This is an optimization exercise on Yosys and OpenROAD, whose aim is small area, a short achievable clock period and few clock cycles, not a production implementation.
At most, simulation tests tie the RTL to the original design; equivalence was not proved.
Power is estimated from default activity; no workload was simulated.

==> flow/design.v <==
module ram_dp_async_read
#(parameter WIDTH = 8,
  parameter DEPTH = 16,
  parameter DEPTH_LOG = $clog2(DEPTH))
(
 input clk,
 input wr_n,
 input [DEPTH_LOG-1:0] addr_wr,
 input [DEPTH_LOG-1:0] addr_rd,
 input [WIDTH-1:0] data_wr,
 output [WIDTH-1:0] data_rd
);
    reg [WIDTH-1:0] ram [0:DEPTH-1];
    always @(posedge clk) begin
        if(wr_n) begin
            ram[addr_wr] <= data_wr;
        end
    end
    assign data_rd = ram[addr_rd];
endmodule
module dec2to4(
        input  [1:0] a,
        output [3:0] y
);
    assign y[0] = ~a[1] & ~a[0];
    assign y[1] = ~a[1] &  a[0];
    assign y[2] =  a[1] & ~a[0];
    assign y[3] =  a[1] &  a[0];
endmodule
module sel4x16(
        input  [3:0]  s,
        input  [15:0] d0,
        input  [15:0] d1,
        input  [15:0] d2,
        input  [15:0] d3,
        output [15:0] y
);
    assign y = ({16{s[0]}} & d0) | ({16{s[1]}} & d1) |
               ({16{s[2]}} & d2) | ({16{s[3]}} & d3);
endmodule
module top_fsm(
        input clk,
        input rst_n,
        input        ram_in_we,
        input [4 :0] ram_in_addr_wr,
        input [7 :0] ram_in_data_wr,
        input [3 :0] ram_out_addr_rd,
        output [15:0] ram_out_data_rd,
        input opmode_in,
        output reg done_out
);
    reg [7:0] ram_in [0:31];
    reg [15:0] ram_out [0:15];
    integer i;
    always @(posedge clk) begin
        if (ram_in_we)
            ram_in[ram_in_addr_wr] <= ram_in_data_wr;
    end
    always @(posedge clk) begin
        if (opmode_in)
            for (i = 0; i < 16; i = i + 1)
                ram_out[i] <= {ram_in[2*i], ram_in[2*i+1]};
    end
    wire [3:0]  sel_lo, sel_hi;
    wire [15:0] grp0, grp1, grp2, grp3;
    dec2to4 u_dec_lo (.a(ram_out_addr_rd[1:0]), .y(sel_lo));
    dec2to4 u_dec_hi (.a(ram_out_addr_rd[3:2]), .y(sel_hi));
    sel4x16 u_grp0 (.s(sel_lo), .d0(ram_out[0]),  .d1(ram_out[1]),  .d2(ram_out[2]),  .d3(ram_out[3]),  .y(grp0));
    sel4x16 u_grp1 (.s(sel_lo), .d0(ram_out[4]),  .d1(ram_out[5]),  .d2(ram_out[6]),  .d3(ram_out[7]),  .y(grp1));
    sel4x16 u_grp2 (.s(sel_lo), .d0(ram_out[8]),  .d1(ram_out[9]),  .d2(ram_out[10]), .d3(ram_out[11]), .y(grp2));
    sel4x16 u_grp3 (.s(sel_lo), .d0(ram_out[12]), .d1(ram_out[13]), .d2(ram_out[14]), .d3(ram_out[15]), .y(grp3));
    sel4x16 u_word (.s(sel_hi), .d0(grp0), .d1(grp1), .d2(grp2), .d3(grp3), .y(ram_out_data_rd));
    always @(posedge clk or negedge rst_n) begin
        if (!rst_n)
            done_out <= 1'b0;
        else if (opmode_in)
            done_out <= 1'b1;
    end
endmodule
==> flow/config.mk <==
export PLATFORM = sky130hd
export DESIGN_NAME = top_fsm
export DESIGN_NICKNAME = top_fsm
export VERILOG_FILES = /design/flow/design.v
export SDC_FILE = /design/flow/constraint.sdc
export NUM_CORES = 4
export LEC_CHECK = 0
export CAP_MARGIN = 20
export CORE_MARGIN = 2
export CORE_UTILIZATION = 75
export CTS_CLUSTER_DIAMETER = 80
export CTS_CLUSTER_SIZE = 30
export SETUP_SLACK_MARGIN = 1.5
export SLEW_MARGIN = 20
export SYNTH_HIERARCHICAL = 1
==> flow/constraint.sdc <==
create_clock -name core_clock -period 4.5 [get_ports {clk}]
set_input_delay 0.9000 -clock core_clock [delete_from_list [all_inputs] [get_ports {clk}]]
set_output_delay 0.9000 -clock core_clock [all_outputs]
set_load 0.01 [all_outputs]
run.sh (not shown) runs the stock make flow with config.mk's settings and CLKGATE_MAP_FILE= SYNTH_SCRIPT=/design/flow/synth_recipe.tcl, a recipe that flattens the netlist after the stock synthesis.
Next try:
--- a/flow/design.v
+++ b/flow/design.v
@@ -28,14 +28,10 @@
     assign y[3] =  a[1] &  a[0];
 endmodule
-module sel4x16(
-        input  [3:0]  s,
-        input  [15:0] d0,
-        input  [15:0] d1,
-        input  [15:0] d2,
-        input  [15:0] d3,
-        output [15:0] y
+module sel4(
+        input  [3:0] s,
+        input  [3:0] d,
+        output       y
 );
-    assign y = ({16{s[0]}} & d0) | ({16{s[1]}} & d1) |
-               ({16{s[2]}} & d2) | ({16{s[3]}} & d3);
+    assign y = |(s & d);
 endmodule
 module top_fsm(
@@ -62,13 +58,22 @@
                 ram_out[i] <= {ram_in[2*i], ram_in[2*i+1]};
     end
-    wire [3:0]  sel_lo, sel_hi;
-    wire [15:0] grp0, grp1, grp2, grp3;
-    dec2to4 u_dec_lo (.a(ram_out_addr_rd[1:0]), .y(sel_lo));
-    dec2to4 u_dec_hi (.a(ram_out_addr_rd[3:2]), .y(sel_hi));
-    sel4x16 u_grp0 (.s(sel_lo), .d0(ram_out[0]),  .d1(ram_out[1]),  .d2(ram_out[2]),  .d3(ram_out[3]),  .y(grp0));
-    sel4x16 u_grp1 (.s(sel_lo), .d0(ram_out[4]),  .d1(ram_out[5]),  .d2(ram_out[6]),  .d3(ram_out[7]),  .y(grp1));
-    sel4x16 u_grp2 (.s(sel_lo), .d0(ram_out[8]),  .d1(ram_out[9]),  .d2(ram_out[10]), .d3(ram_out[11]), .y(grp2));
-    sel4x16 u_grp3 (.s(sel_lo), .d0(ram_out[12]), .d1(ram_out[13]), .d2(ram_out[14]), .d3(ram_out[15]), .y(grp3));
-    sel4x16 u_word (.s(sel_hi), .d0(grp0), .d1(grp1), .d2(grp2), .d3(grp3), .y(ram_out_data_rd));
+    genvar b, g, q;
+    generate
+        for (q = 0; q < 4; q = q + 1) begin : g_quad
+            wire [3:0] sel_lo, sel_hi;
+            dec2to4 u_dec_lo (.a(ram_out_addr_rd[1:0]), .y(sel_lo));
+            dec2to4 u_dec_hi (.a(ram_out_addr_rd[3:2]), .y(sel_hi));
+            for (b = 4*q; b < 4*q + 4; b = b + 1) begin : g_bit
+                wire [3:0] grp;
+                for (g = 0; g < 4; g = g + 1) begin : g_grp
+                    sel4 u_lo (.s(sel_lo),
+                               .d({ram_out[4*g+3][b], ram_out[4*g+2][b],
+                                   ram_out[4*g+1][b], ram_out[4*g][b]}),
+                               .y(grp[g]));
+                end
+                sel4 u_hi (.s(sel_hi), .d(grp), .y(ram_out_data_rd[b]));
+            end
+        end
+    endgenerate
     always @(posedge clk or negedge rst_n) begin
         if (!rst_n)
What happened: Fmax hardly moves; final cell count is lower by 0.64%; wire length is lower by 1.4%; first-iteration DRC count is higher by 6.8%; clock skew stays flat; sequential power hardly moves.
No functional check of the RTL was part of any run of this note.


== old ==
Another version of the RTL of top_fsm (not shown whole).
For scale: about 0.018 mm2 of cells after synthesis.
==> module rd_aoi22, before the edit <==
module rd_aoi22(input a1, input a2, input b1, input b2, output y);
    assign y = ~((a1 & a2) | (b1 & b2));
endmodule
==> module top_fsm, before the edit <==
module top_fsm(
        input clk,
        input rst_n,
        input        ram_in_we,
        input [4 :0] ram_in_addr_wr,
        input [7 :0] ram_in_data_wr,
        input [3 :0] ram_out_addr_rd,
        output [15:0] ram_out_data_rd,
        input opmode_in,
        output reg done_out
);
    reg [7:0] ram_in [0:31];
    reg [15:0] ram_out [0:15];
    integer i;
    always @(posedge clk) begin
        if (ram_in_we)
            ram_in[ram_in_addr_wr] <= ram_in_data_wr;
    end
    always @(posedge clk) begin
        if (opmode_in)
            for (i = 0; i < 16; i = i + 1)
                ram_out[i] <= {ram_in[2*i], ram_in[2*i+1]};
    end
    wire [3:0]  a = ram_out_addr_rd;
    wire [3:0]  an;
    wire [3:0]  pre_lo_n, pre_hi_n;
    wire [15:0] sel;
    genvar k, b, p;
    generate
        for (k = 0; k < 4; k = k + 1) begin : g_inv
            rd_inv u_inv (.a(a[k]), .y(an[k]));
        end
        for (k = 0; k < 4; k = k + 1) begin : g_pre
            rd_nand2 u_lo (.a(k[1] ? a[1] : an[1]), .b(k[0] ? a[0] : an[0]), .y(pre_lo_n[k]));
            rd_nand2 u_hi (.a(k[1] ? a[3] : an[3]), .b(k[0] ? a[2] : an[2]), .y(pre_hi_n[k]));
        end
        for (k = 0; k < 16; k = k + 1) begin : g_sel
            rd_nor2 u_sel (.a(pre_hi_n[k / 4]), .b(pre_lo_n[k % 4]), .y(sel[k]));
        end
        for (b = 0; b < 16; b = b + 1) begin : g_bit
            wire [7:0] pair_n;
            wire [3:0] quad;
            wire [1:0] half_n;
            for (p = 0; p < 8; p = p + 1) begin : g_pair
                rd_aoi22 u_pair (.a1(sel[2*p]),   .a2(ram_out[2*p][b]),
                                 .b1(sel[2*p+1]), .b2(ram_out[2*p+1][b]),
                                 .y(pair_n[p]));
            end
            for (p = 0; p < 4; p = p + 1) begin : g_quad
                rd_nand2 u_quad (.a(pair_n[2*p]), .b(pair_n[2*p+1]), .y(quad[p]));
            end
            for (p = 0; p < 2; p = p + 1) begin : g_half
                rd_nor2 u_half (.a(quad[2*p]), .b(quad[2*p+1]), .y(half_n[p]));
            end
            rd_nand2 u_out (.a(half_n[0]), .b(half_n[1]), .y(ram_out_data_rd[b]));
        end
    endgenerate
    always @(posedge clk or negedge rst_n) begin
        if (!rst_n)
            done_out <= 1'b0;
        else if (opmode_in)
            done_out <= 1'b1;
    end
endmodule
==> flow/config.mk <==
export PLATFORM = sky130hd
export DESIGN_NAME = top_fsm
export DESIGN_NICKNAME = top_fsm
export VERILOG_FILES = /design/flow/design.v
export SDC_FILE = /design/flow/constraint.sdc
export NUM_CORES = 4
export LEC_CHECK = 0
export CAP_MARGIN = 20
export CORE_MARGIN = 2
export CORE_UTILIZATION = 75
export CTS_CLUSTER_DIAMETER = 80
export CTS_CLUSTER_SIZE = 30
export SETUP_SLACK_MARGIN = 1.5
export SLEW_MARGIN = 20
export SYNTH_HIERARCHICAL = 1
==> flow/constraint.sdc <==
create_clock -name core_clock -period 4.5 [get_ports {clk}]
set_input_delay 0.9000 -clock core_clock [delete_from_list [all_inputs] [get_ports {clk}]]
set_output_delay 0.9000 -clock core_clock [all_outputs]
set_load 0.01 [all_outputs]
standard.sh (not shown) runs the stock make flow with config.mk's settings and CLKGATE_MAP_FILE= SYNTH_SCRIPT=/design/flow/synth_recipe.tcl, a recipe that flattens the netlist after the stock synthesis.
==> flow/flow/run.sh <==
#!/bin/bash
# The standard layout (standard synthesis included), with one extra step
# after floorplan (flow/downsize.tcl): every logic cell starts from the
# smallest size of its function before placement and timing repair, and
# the ports are buffered with buf_2 cells.
# Make's full output goes to flow_make.log; each step's own log is under
# orfs/logs.
set -euo pipefail
W=$(pwd)
bash standard.sh POST_FLOORPLAN_TCL="$W/flow/downsize.tcl" BUFFER_PORTS_ARGS="-buffer_cell sky130_fd_sc_hd__buf_2" finish > "$W/flow_make.log" 2>&1
==> flow/flow/downsize.tcl <==
# After floorplan: move every logic cell (not the flip-flops) to the
# smallest-area cell of the same function, so that the timing repair that
# follows starts from minimum sizes and upsizes only where timing needs it.
set n 0
set saved 0.0
foreach inst [get_cells *] {
  set master [get_property $inst ref_name]
  if {[string match "*df*" $master]} continue
  if {![regexp {^(sky130_fd_sc_hd__[a-z0-9]+)_([0-9]+)$} $master -> base drv]} continue
  set a0 [get_property [get_lib_cells $master] area]
  set best $master
  set besta $a0
  foreach lc [get_lib_cells ${base}_*] {
    set c [get_name $lc]
    if {![regexp "^${base}_\[0-9\]+\$" $c]} continue
    set a [get_property $lc area]
    if {$a < $besta} { set besta $a; set best $c }
  }
  if {$best ne $master} {
    replace_cell [get_full_name $inst] $best
    incr n
    set saved [expr {$saved + $a0 - $besta}]
  }
}
puts "downsize: $n cells moved to their smallest size, [format %.1f $saved] um2"
old ran to completion and came out clean on the timing, design-rule and antenna checks.
Testbench counts of old, summed over its fixed seeds: cycles 5,207.
The following lists how new was set up differently from old:
--- a/flow/design.v
+++ b/flow/design.v
@@ -24,14 +24,14 @@
 module rd_nand2(input a, input b, output y);
     assign y = ~(a & b);
 endmodule
 module rd_nor2(input a, input b, output y);
     assign y = ~(a | b);
 endmodule
-module rd_aoi22(input a1, input a2, input b1, input b2, output y);
-    assign y = ~((a1 & a2) | (b1 & b2));
+module rd_oai22(input a1, input a2, input b1, input b2, output y);
+    assign y = ~((a1 | a2) & (b1 | b2));
 endmodule
 module top_fsm(
         input clk,
         input rst_n,
         input        ram_in_we,
         input [4 :0] ram_in_addr_wr,
@@ -52,42 +52,42 @@
         if (opmode_in)
             for (i = 0; i < 16; i = i + 1)
                 ram_out[i] <= {ram_in[2*i], ram_in[2*i+1]};
     end
     wire [3:0]  a = ram_out_addr_rd;
     wire [3:0]  an;
-    wire [3:0]  pre_lo_n, pre_hi_n;
-    wire [15:0] sel;
+    wire [3:0]  pre_lo, pre_hi;
+    wire [15:0] sel_n;
     genvar k, b, p;
     generate
         for (k = 0; k < 4; k = k + 1) begin : g_inv
             rd_inv u_inv (.a(a[k]), .y(an[k]));
         end
         for (k = 0; k < 4; k = k + 1) begin : g_pre
-            rd_nand2 u_lo (.a(k[1] ? a[1] : an[1]), .b(k[0] ? a[0] : an[0]), .y(pre_lo_n[k]));
-            rd_nand2 u_hi (.a(k[1] ? a[3] : an[3]), .b(k[0] ? a[2] : an[2]), .y(pre_hi_n[k]));
+            rd_nor2 u_lo (.a(k[1] ? an[1] : a[1]), .b(k[0] ? an[0] : a[0]), .y(pre_lo[k]));
+            rd_nor2 u_hi (.a(k[1] ? an[3] : a[3]), .b(k[0] ? an[2] : a[2]), .y(pre_hi[k]));
         end
         for (k = 0; k < 16; k = k + 1) begin : g_sel
-            rd_nor2 u_sel (.a(pre_hi_n[k / 4]), .b(pre_lo_n[k % 4]), .y(sel[k]));
+            rd_nand2 u_sel (.a(pre_hi[k / 4]), .b(pre_lo[k % 4]), .y(sel_n[k]));
         end
         for (b = 0; b < 16; b = b + 1) begin : g_bit
             wire [7:0] pair_n;
             wire [3:0] quad;
             wire [1:0] half_n;
             for (p = 0; p < 8; p = p + 1) begin : g_pair
-                rd_aoi22 u_pair (.a1(sel[2*p]),   .a2(ram_out[2*p][b]),
-                                 .b1(sel[2*p+1]), .b2(ram_out[2*p+1][b]),
+                rd_oai22 u_pair (.a1(sel_n[2*p]),   .a2(ram_out[2*p][b]),
+                                 .b1(sel_n[2*p+1]), .b2(ram_out[2*p+1][b]),
                                  .y(pair_n[p]));
             end
             for (p = 0; p < 4; p = p + 1) begin : g_quad
-                rd_nand2 u_quad (.a(pair_n[2*p]), .b(pair_n[2*p+1]), .y(quad[p]));
+                rd_nor2 u_quad (.a(pair_n[2*p]), .b(pair_n[2*p+1]), .y(quad[p]));
             end
             for (p = 0; p < 2; p = p + 1) begin : g_half
-                rd_nor2 u_half (.a(quad[2*p]), .b(quad[2*p+1]), .y(half_n[p]));
+                rd_nand2 u_half (.a(quad[2*p]), .b(quad[2*p+1]), .y(half_n[p]));
             end
-            rd_nand2 u_out (.a(half_n[0]), .b(half_n[1]), .y(ram_out_data_rd[b]));
+            rd_nor2 u_out (.a(half_n[0]), .b(half_n[1]), .y(ram_out_data_rd[b]));
         end
     endgenerate
     always @(posedge clk or negedge rst_n) begin
         if (!rst_n)
             done_out <= 1'b0;
         else if (opmode_in)
Findings:
- new completed; timing, DRC and antenna clean
- Going from old to new, internal power summed over all cells did not really move; combinational share of power +0.3 points; net switching share of the total power saw an increase; largest clock skew in the final design flat.
- new ends up with lower final non-filler cell total than old does.
- Cmp new vs old: cell area power density higher in new
- Maximum frequency from static timing analysis, new and old, higher one = old.
- new and old ended up with nearly the same clock power.
- On new: finished layout cell area is 140 um2 lower than what old gave.
- The run with more routed wire is new, not old.
- new -> old: share of synthesized registers carrying an async set or reset delta 0, exact match
- Between new and old, the full die area is lower for new.
- Comparing new and old, the lower count of filler cells inserted in the layout is on new.
- Sequential share of layout area (lower): old
For new, only the layout was checked, not whether the RTL still works.

what the ideal ports hide:
How much do the figures lean on ideal ports? The routed layouts below were timed once more, with nothing changed but the port constraints.
Step 1: set_driving_cell puts a clkbuf_16 on clk and a buf_2 on each other input, an assumption about the parent block.
Step 2 adds t to the input delays and takes it off the output delays; t is the mean of the earliest and latest rising clock arrival at the registers after step 1. Input paths then give back, and output paths get back, about the clock's delay inside the block.
Slacks: ideal ports / drivers / drivers and shift; pairs: ideal ports / drivers.
run	shift t [ns]	setup slack, ns	worst register clock-pin slew, ns
the first run of note 1	0.574	1.195 / 1.149 / 1.149	0.11 / 0.11
the second run of note 1	0.583	1.192 / 1.021 / 1.021	0.11 / 0.11
old	0.581	1.407 / 1.343 / 1.343	0.11 / 0.11
new	0.580	1.347 / 1.278 / 1.278	0.12 / 0.12
After both steps every run listed still meets setup and hold. The setup slack of the second run of note 1, which loses most, moves by -0.171 ns with the drivers and by -0.171 ns with both steps.
